What follows belongs to an exercise in optimizing a design on an open flow for small area and a short achievable clock period; a production flow would make more cautious choices. Where RTL was checked, it was by simulation tests only, not by an equivalence proof against the original. No driver is modelled on the clock port, so clock power and skew are understated where the tree is cut down; a real chip needs a root buffer or a tree. Power and IR drop assume default switching activity.

==> module fifo_regs_no_flags, before the edit <==
module fifo_regs_no_flags #(
    parameter g_WIDTH = 8,   
    parameter g_DEPTH = 32   
)(
    input wire i_rst_sync,                 
    input wire i_clk,                      
    input wire i_wr_en,                    
    input wire [g_WIDTH-1:0] i_wr_data,    
    output wire o_full,                    
    input wire i_rd_en,                    
    output wire [g_WIDTH-1:0] o_rd_data,   
    output wire o_empty                    
);
    localparam NLO = 8;
    localparam NHI = g_DEPTH / NLO;
    reg [g_WIDTH-1:0] r_SR [0:g_DEPTH-3];
    reg [g_WIDTH-1:0] r_WD;
    reg r_WQ;
    reg [g_WIDTH-1:0] r_HEAD;
    reg [NLO-1:0] r_LO;
    reg [NHI-1:0] r_HI;
    reg r_EMPTY;     
    reg r_FULL;      
    reg r_LE1;       
    wire w_WR = i_wr_en && !r_FULL;
    wire w_RD = i_rd_en && !r_EMPTY;
    wire w_UP = w_WR && !w_RD;
    wire w_DN = w_RD && !w_WR;
    wire w_Q0  = r_LO[0] && r_HI[0];
    wire w_Q1  = r_LO[1] && r_HI[0];
    wire w_Q29 = r_LO[NLO-3] && r_HI[NHI-1];
    wire w_Q30 = r_LO[NLO-2] && r_HI[NHI-1];
    wire w_Q31 = r_LO[NLO-1] && r_HI[NHI-1];
    wire w_SHIFT = r_WQ && !w_Q30;
    wire w_N1  = r_WQ ? w_Q31 : w_Q0;     
    wire w_N2  = r_WQ ? w_Q0  : w_Q1;     
    wire w_NF1 = r_WQ ? w_Q29 : w_Q30;    
    reg [g_WIDTH-1:0] w_NEXT;
    reg [g_WIDTH-1:0] w_GRP;
    integer g, l;
    always @(*) begin
        w_NEXT = {g_WIDTH{1'b0}};
        for (g = 0; g < NHI; g = g + 1) begin
            w_GRP = {g_WIDTH{1'b0}};
            for (l = 0; l < NLO; l = l + 1)
                if (NLO*g + l < g_DEPTH-1)
                    w_GRP = w_GRP | ({g_WIDTH{r_LO[l]}} &
                                     ((NLO*g + l == 0) ? r_WD : r_SR[NLO*g + l - 1]));
            w_NEXT = w_NEXT | ({g_WIDTH{r_HI[g]}} & w_GRP);
        end
    end
    integer i;
    always @(posedge i_clk) begin
        if (!r_WQ || w_SHIFT)
            r_WD <= i_wr_data;
        if (w_SHIFT) begin
            r_SR[0] <= r_WD;
            for (i = 1; i < g_DEPTH-2; i = i + 1)
                r_SR[i] <= r_SR[i-1];
        end
        if (r_EMPTY || i_rd_en)
            r_HEAD <= r_LE1 ? i_wr_data : w_NEXT;
    end
    wire [NLO-1:0] w_LO_L = {r_LO[NLO-2:0], r_LO[NLO-1]};    
    wire [NLO-1:0] w_LO_R = {r_LO[0], r_LO[NLO-1:1]};        
    wire [NHI-1:0] w_HI_L = r_LO[NLO-1] ? {r_HI[NHI-2:0], r_HI[NHI-1]} : r_HI;
    wire [NHI-1:0] w_HI_R = r_LO[0]     ? {r_HI[0], r_HI[NHI-1:1]}     : r_HI;
    wire [NLO-1:0] w_LO_RD = w_SHIFT ? r_LO   : w_LO_R;
    wire [NLO-1:0] w_LO_NR = w_SHIFT ? w_LO_L : r_LO;
    wire [NHI-1:0] w_HI_RD = w_SHIFT ? r_HI   : w_HI_R;
    wire [NHI-1:0] w_HI_NR = w_SHIFT ? w_HI_L : r_HI;
    always @(posedge i_clk) begin
        if (i_rst_sync) begin
            r_WQ    <= 1'b0;
            r_LO    <= {1'b1, {(NLO-1){1'b0}}};
            r_HI    <= {1'b1, {(NHI-1){1'b0}}};
            r_EMPTY <= 1'b1;
            r_FULL  <= 1'b0;
            r_LE1   <= 1'b1;
        end else begin
            r_WQ   <= w_WR || (r_WQ && !w_SHIFT);
            r_LO   <= w_RD ? w_LO_RD : w_LO_NR;
            r_HI   <= w_RD ? w_HI_RD : w_HI_NR;
            if (w_UP) begin
                r_EMPTY <= 1'b0;
                r_FULL  <= w_NF1;
                r_LE1   <= r_EMPTY;
            end else if (w_DN) begin
                r_EMPTY <= w_N1;
                r_FULL  <= 1'b0;
                r_LE1   <= w_N1 || w_N2;
            end
        end
    end
    assign o_rd_data = r_HEAD;
    assign o_full    = r_FULL;
    assign o_empty   = r_EMPTY;
endmodule
clock: 3.6 ns
lec_check: 0
abc_clock_period_in_ps: 1800
cap_margin: 20
core_margin: 2
core_utilization: 55
cts_buf_list: sky130_fd_sc_hd__clkbuf_8 sky130_fd_sc_hd__clkbuf_16
cts_cluster_diameter: 100
cts_cluster_size: 24
setup_slack_margin: 2.0
slew_margin: 20
standard.sh (not shown) runs the stock make flow with config.mk's settings and CLKGATE_MAP_FILE= SYNTH_SCRIPT=/design/flow/synth_recipe.tcl, a recipe that flattens the netlist after the stock synthesis.
==> flow/flow/run.sh <==
#!/bin/bash
# The standard layout (standard.sh) with two changes:
#  - buffer_ports puts buf_2 cells on the ports, not the slow clock-delay
#    buffer it picks by default;
#  - after clock tree synthesis, clock_roots.tcl replaces the buffers above
#    the leaf clock buffers by four buffers driven by the clock port.
# Every tool's full output is in orfs/logs/; the whole run is also in run.log.
set -euo pipefail
export BUFFER_PORTS_ARGS="-buffer_cell sky130_fd_sc_hd__buf_2"
export CTS_ARGS="-sink_clustering_enable -repair_clock_nets -sink_clustering_size 24 -sink_clustering_max_diameter 100 -buf_list {sky130_fd_sc_hd__clkbuf_8 sky130_fd_sc_hd__clkbuf_16} -dont_use_dummy_load"
export POST_CTS_TCL="$PWD/flow/clock_roots.tcl"
bash standard.sh finish > run.log 2>&1
Other scripts of this flow, unchanged in this note and not shown: flow/flow/clock_roots.tcl
Rerun with:
--- a/flow/design.v
+++ b/flow/design.v
@@ -11,11 +11,11 @@
     output wire [g_WIDTH-1:0] o_rd_data,   
     output wire o_empty                    
 );
     localparam NLO = 8;
     localparam NHI = g_DEPTH / NLO;
-    reg [g_WIDTH-1:0] r_SR [0:g_DEPTH-3];
+    reg [g_WIDTH-1:0] r_SR [0:g_DEPTH-2];
     reg [g_WIDTH-1:0] r_WD;
     reg r_WQ;
     reg [g_WIDTH-1:0] r_HEAD;
     reg [NLO-1:0] r_LO;
     reg [NHI-1:0] r_HI;
@@ -29,11 +29,10 @@
     wire w_Q0  = r_LO[0] && r_HI[0];
     wire w_Q1  = r_LO[1] && r_HI[0];
     wire w_Q29 = r_LO[NLO-3] && r_HI[NHI-1];
     wire w_Q30 = r_LO[NLO-2] && r_HI[NHI-1];
     wire w_Q31 = r_LO[NLO-1] && r_HI[NHI-1];
-    wire w_SHIFT = r_WQ && !w_Q30;
     wire w_N1  = r_WQ ? w_Q31 : w_Q0;     
     wire w_N2  = r_WQ ? w_Q0  : w_Q1;     
     wire w_NF1 = r_WQ ? w_Q29 : w_Q30;    
     reg [g_WIDTH-1:0] w_NEXT;
     reg [g_WIDTH-1:0] w_GRP;
@@ -41,46 +40,44 @@
     always @(*) begin
         w_NEXT = {g_WIDTH{1'b0}};
         for (g = 0; g < NHI; g = g + 1) begin
             w_GRP = {g_WIDTH{1'b0}};
             for (l = 0; l < NLO; l = l + 1)
-                if (NLO*g + l < g_DEPTH-1)
-                    w_GRP = w_GRP | ({g_WIDTH{r_LO[l]}} &
-                                     ((NLO*g + l == 0) ? r_WD : r_SR[NLO*g + l - 1]));
+                w_GRP = w_GRP | ({g_WIDTH{r_LO[l]}} &
+                                 ((NLO*g + l == 0) ? r_WD : r_SR[NLO*g + l - 1]));
             w_NEXT = w_NEXT | ({g_WIDTH{r_HI[g]}} & w_GRP);
         end
     end
     integer i;
     always @(posedge i_clk) begin
-        if (!r_WQ || w_SHIFT)
-            r_WD <= i_wr_data;
-        if (w_SHIFT) begin
+        r_WD <= i_wr_data;
+        if (r_WQ) begin
             r_SR[0] <= r_WD;
-            for (i = 1; i < g_DEPTH-2; i = i + 1)
+            for (i = 1; i < g_DEPTH-1; i = i + 1)
                 r_SR[i] <= r_SR[i-1];
         end
         if (r_EMPTY || i_rd_en)
             r_HEAD <= r_LE1 ? i_wr_data : w_NEXT;
     end
     wire [NLO-1:0] w_LO_L = {r_LO[NLO-2:0], r_LO[NLO-1]};    
     wire [NLO-1:0] w_LO_R = {r_LO[0], r_LO[NLO-1:1]};        
     wire [NHI-1:0] w_HI_L = r_LO[NLO-1] ? {r_HI[NHI-2:0], r_HI[NHI-1]} : r_HI;
     wire [NHI-1:0] w_HI_R = r_LO[0]     ? {r_HI[0], r_HI[NHI-1:1]}     : r_HI;
-    wire [NLO-1:0] w_LO_RD = w_SHIFT ? r_LO   : w_LO_R;
-    wire [NLO-1:0] w_LO_NR = w_SHIFT ? w_LO_L : r_LO;
-    wire [NHI-1:0] w_HI_RD = w_SHIFT ? r_HI   : w_HI_R;
-    wire [NHI-1:0] w_HI_NR = w_SHIFT ? w_HI_L : r_HI;
+    wire [NLO-1:0] w_LO_RD = r_WQ ? r_LO   : w_LO_R;
+    wire [NLO-1:0] w_LO_NR = r_WQ ? w_LO_L : r_LO;
+    wire [NHI-1:0] w_HI_RD = r_WQ ? r_HI   : w_HI_R;
+    wire [NHI-1:0] w_HI_NR = r_WQ ? w_HI_L : r_HI;
     always @(posedge i_clk) begin
         if (i_rst_sync) begin
             r_WQ    <= 1'b0;
             r_LO    <= {1'b1, {(NLO-1){1'b0}}};
             r_HI    <= {1'b1, {(NHI-1){1'b0}}};
             r_EMPTY <= 1'b1;
             r_FULL  <= 1'b0;
             r_LE1   <= 1'b1;
         end else begin
-            r_WQ   <= w_WR || (r_WQ && !w_SHIFT);
+            r_WQ   <= w_WR;
             r_LO   <= w_RD ? w_LO_RD : w_LO_NR;
             r_HI   <= w_RD ? w_HI_RD : w_HI_NR;
             if (w_UP) begin
                 r_EMPTY <= 1'b0;
                 r_FULL  <= w_NF1;
Outcome: Via count went down by about 4%; worst setup slack gains 0.014 ns; routed wire length went down by 6.4%; utilization went down by 2.2 points; cell area went down by about 2.1%.
Function not checked in the first run of this note: the RTL went through the layout flow alone.


fifo_regs_no_flags, a different RTL version from the one above (not shown whole).
For scale: roughly 550 cells after synthesis, ~270 flip-flops, ~22 I/O pins, ~9900 µm² of cells after synthesis.
==> module fifo_regs_no_flags, before the edit <==
module fifo_regs_no_flags #(
    parameter g_WIDTH = 8,   
    parameter g_DEPTH = 32   
)(
    input wire i_rst_sync,                 
    input wire i_clk,                      
    input wire i_wr_en,                    
    input wire [g_WIDTH-1:0] i_wr_data,    
    output wire o_full,                    
    input wire i_rd_en,                    
    output wire [g_WIDTH-1:0] o_rd_data,   
    output wire o_empty                    
);
    localparam NLO = 8;
    localparam NHI = g_DEPTH / NLO;
    reg [g_WIDTH-1:0] r_SR [0:g_DEPTH-2];
    reg [g_WIDTH-1:0] r_HEAD;
    reg [NLO-1:0] r_LO;
    reg [NHI-1:0] r_HI;
    reg r_EMPTY;     
    reg r_FULL;      
    reg r_LE1;       
    wire w_WR = i_wr_en && !r_FULL;
    wire w_RD = i_rd_en && !r_EMPTY;
    wire w_N1  = r_LO[NLO-1] && r_HI[NHI-1];    
    wire w_N2  = r_LO[0]     && r_HI[0];        
    wire w_NF1 = r_LO[NLO-3] && r_HI[NHI-1];    
    reg [g_WIDTH-1:0] w_NEXT;
    reg [g_WIDTH-1:0] w_GRP;
    integer g, l;
    always @(*) begin
        w_NEXT = {g_WIDTH{1'b0}};
        for (g = 0; g < NHI; g = g + 1) begin
            w_GRP = {g_WIDTH{1'b0}};
            for (l = 0; l < NLO; l = l + 1)
                if (NLO*g + l < g_DEPTH-1)
                    w_GRP = w_GRP | ({g_WIDTH{r_LO[l]}} & r_SR[NLO*g + l]);
            w_NEXT = w_NEXT | ({g_WIDTH{r_HI[g]}} & w_GRP);
        end
    end
    integer i;
    always @(posedge i_clk) begin
        if (w_WR) begin
            r_SR[0] <= i_wr_data;
            for (i = 1; i < g_DEPTH-1; i = i + 1)
                r_SR[i] <= r_SR[i-1];
        end
        if (r_EMPTY || i_rd_en)
            r_HEAD <= r_LE1 ? i_wr_data : w_NEXT;
    end
    wire [NLO-1:0] w_LO_L = {r_LO[NLO-2:0], r_LO[NLO-1]};    
    wire [NLO-1:0] w_LO_R = {r_LO[0], r_LO[NLO-1:1]};        
    wire [NHI-1:0] w_HI_L = r_LO[NLO-1] ? {r_HI[NHI-2:0], r_HI[NHI-1]} : r_HI;
    wire [NHI-1:0] w_HI_R = r_LO[0]     ? {r_HI[0], r_HI[NHI-1:1]}     : r_HI;
    wire w_M10 = w_WR && !w_RD;     
    wire w_M01 = !w_WR && w_RD;     
    wire w_M11 = w_WR && w_RD;      
    wire w_M00 = !w_WR && !w_RD;    
    always @(posedge i_clk) begin
        if (i_rst_sync) begin
            r_LO    <= {2'b01, {(NLO-2){1'b0}}};
            r_HI    <= {1'b1, {(NHI-1){1'b0}}};
            r_EMPTY <= 1'b1;
            r_FULL  <= 1'b0;
            r_LE1   <= 1'b1;
        end else begin
            r_LO    <= ({NLO{w_M10}} & w_LO_L) | ({NLO{w_M01}} & w_LO_R) |
                       ({NLO{w_M11}} & r_LO)   | ({NLO{w_M00}} & r_LO);
            r_HI    <= ({NHI{w_M10}} & w_HI_L) | ({NHI{w_M01}} & w_HI_R) |
                       ({NHI{w_M11}} & r_HI)   | ({NHI{w_M00}} & r_HI);
            r_EMPTY <= (w_M01 && w_N1) ||
                       (w_M11 && r_EMPTY) || (w_M00 && r_EMPTY);
            r_FULL  <= (w_M10 && w_NF1) ||
                       (w_M11 && r_FULL) || (w_M00 && r_FULL);
            r_LE1   <= (w_M10 && r_EMPTY) || (w_M01 && (w_N1 || w_N2)) ||
                       (w_M11 && r_LE1) || (w_M00 && r_LE1);
        end
    end
    assign o_rd_data = r_HEAD;
    assign o_full    = r_FULL;
    assign o_empty   = r_EMPTY;
endmodule
clock: 3.6 ns
lec_check: 0
abc_clock_period_in_ps: 1800
cap_margin: 20
core_margin: 2
core_utilization: 40
cts_buf_list: sky130_fd_sc_hd__clkbuf_8 sky130_fd_sc_hd__clkbuf_16
cts_cluster_diameter: 100
cts_cluster_size: 24
setup_slack_margin: 2.0
slew_margin: 20
Scripts as last shown in full above: flow/flow/run.sh
Other scripts of this flow, unchanged in this note and not shown: flow/flow/clock_roots.tcl
Edit:
==> flow/design.v (replaced) <==
module fifo_regs_no_flags #(
    parameter g_WIDTH = 8,   
    parameter g_DEPTH = 32   
)(
    input wire i_rst_sync,                 
    input wire i_clk,                      
    input wire i_wr_en,                    
    input wire [g_WIDTH-1:0] i_wr_data,    
    output wire o_full,                    
    input wire i_rd_en,                    
    output wire [g_WIDTH-1:0] o_rd_data,   
    output wire o_empty                    
);
    localparam NLO = 4;
    localparam NHI = g_DEPTH / NLO;
    reg [g_WIDTH-1:0] r_SR [0:g_DEPTH-2];
    reg [g_WIDTH-1:0] r_WD;
    reg r_WQ;
    reg [g_WIDTH-1:0] r_HEAD;
    reg [NLO-1:0] r_LO;
    reg [NHI-1:0] r_HI;
    reg r_EMPTY;     
    reg r_FULL;      
    reg r_LE1;       
    wire w_WR = i_wr_en && !r_FULL;
    wire w_RD = i_rd_en && !r_EMPTY;
    wire w_UP = w_WR && !w_RD;
    wire w_DN = w_RD && !w_WR;
    wire w_Q0  = r_LO[0] && r_HI[0];
    wire w_Q1  = r_LO[1] && r_HI[0];
    wire w_Q29 = r_LO[NLO-3] && r_HI[NHI-1];
    wire w_Q30 = r_LO[NLO-2] && r_HI[NHI-1];
    wire w_Q31 = r_LO[NLO-1] && r_HI[NHI-1];
    wire w_N1  = r_WQ ? w_Q31 : w_Q0;     
    wire w_N2  = r_WQ ? w_Q0  : w_Q1;     
    wire w_NF1 = r_WQ ? w_Q29 : w_Q30;    
    reg [g_WIDTH-1:0] w_NEXT;
    reg [g_WIDTH-1:0] w_GRP;
    integer g, l;
    always @(*) begin
        w_NEXT = {g_WIDTH{1'b0}};
        for (g = 0; g < NHI; g = g + 1) begin
            w_GRP = {g_WIDTH{1'b0}};
            for (l = 0; l < NLO; l = l + 1)
                w_GRP = w_GRP | ({g_WIDTH{r_LO[l]}} &
                                 ((NLO*g + l == 0) ? r_WD : r_SR[NLO*g + l - 1]));
            w_NEXT = w_NEXT | ({g_WIDTH{r_HI[g]}} & w_GRP);
        end
    end
    integer i;
    always @(posedge i_clk) begin
        r_WD <= i_wr_data;
        if (r_WQ) begin
            r_SR[0] <= r_WD;
            for (i = 1; i < g_DEPTH-1; i = i + 1)
                r_SR[i] <= r_SR[i-1];
        end
        if (r_EMPTY || i_rd_en)
            r_HEAD <= r_LE1 ? i_wr_data : w_NEXT;
    end
    wire [NLO-1:0] w_LO_L = {r_LO[NLO-2:0], r_LO[NLO-1]};    
    wire [NLO-1:0] w_LO_R = {r_LO[0], r_LO[NLO-1:1]};        
    wire [NHI-1:0] w_HI_L = r_LO[NLO-1] ? {r_HI[NHI-2:0], r_HI[NHI-1]} : r_HI;
    wire [NHI-1:0] w_HI_R = r_LO[0]     ? {r_HI[0], r_HI[NHI-1:1]}     : r_HI;
    wire [NLO-1:0] w_LO_RD = r_WQ ? r_LO   : w_LO_R;
    wire [NLO-1:0] w_LO_NR = r_WQ ? w_LO_L : r_LO;
    wire [NHI-1:0] w_HI_RD = r_WQ ? r_HI   : w_HI_R;
    wire [NHI-1:0] w_HI_NR = r_WQ ? w_HI_L : r_HI;
    always @(posedge i_clk) begin
        if (i_rst_sync) begin
            r_WQ    <= 1'b0;
            r_LO    <= {1'b1, {(NLO-1){1'b0}}};
            r_HI    <= {1'b1, {(NHI-1){1'b0}}};
            r_EMPTY <= 1'b1;
            r_FULL  <= 1'b0;
            r_LE1   <= 1'b1;
        end else begin
            r_WQ   <= w_WR;
            r_LO   <= w_RD ? w_LO_RD : w_LO_NR;
            r_HI   <= w_RD ? w_HI_RD : w_HI_NR;
            if (w_UP) begin
                r_EMPTY <= 1'b0;
                r_FULL  <= w_NF1;
                r_LE1   <= r_EMPTY;
            end else if (w_DN) begin
                r_EMPTY <= w_N1;
                r_FULL  <= 1'b0;
                r_LE1   <= w_N1 || w_N2;
            end
        end
    end
    assign o_rd_data = r_HEAD;
    assign o_full    = r_FULL;
    assign o_empty   = r_EMPTY;
endmodule
Effect:
- The new run ran to the end with no violations
- setup slack gets worse by 0.14 ns
- global-route usage is higher by 0.83 points
- final cell count rises by 10%
- worst hold slack improved by 0.013 ns
- die area goes up by 7.7%
- routed wire length came out higher by 13%
- total power goes up by 7.7%
- synthesized area rose by 7.9%
- clock power rises by about 3%
- cell area grows by 10%
Function was not checked in any run of this note: the RTL went through the layout flow alone.

re-timing with driven ports:
No port has a modelled driver above. Below, the same layouts with a new extraction and two added sets of constraints. Step 1 (the two cells are an assumption about what drives the block):
set clk [get_ports {i_clk}]
set_driving_cell -lib_cell sky130_fd_sc_hd__clkbuf_16 $clk
set_driving_cell -lib_cell sky130_fd_sc_hd__buf_2 [delete_from_list [all_inputs] $clk]
Step 2 also shifts input and output timing later by t, the mid clock arrival at the registers, as if the neighbouring blocks saw the same clock. Slacks: ideal ports / drivers / drivers and shift; pairs: ideal ports / drivers.
| run | shift t [ns] | slack for setup (ns) | worst data-port slew with drivers (ns) |
|---|---|---|---|
| the first run of note 1 | 0.387 | 1.944 / 1.863 / 1.730 | 0.06 |
| the second run of note 1 | 0.397 | 1.958 / 1.875 / 1.763 | 0.04 |
| the first run of note 2 | 0.384 | 1.952 / 1.894 / 1.714 | 0.05 |
| the second run of note 2 | 0.400 | 1.816 / 1.816 / 1.673 | 0.05 |
After both steps setup and hold are still met in every run listed. For the first run of note 2, which loses most, drivers alone change the setup slack by -0.058 ns; drivers and shift together by -0.238 ns.
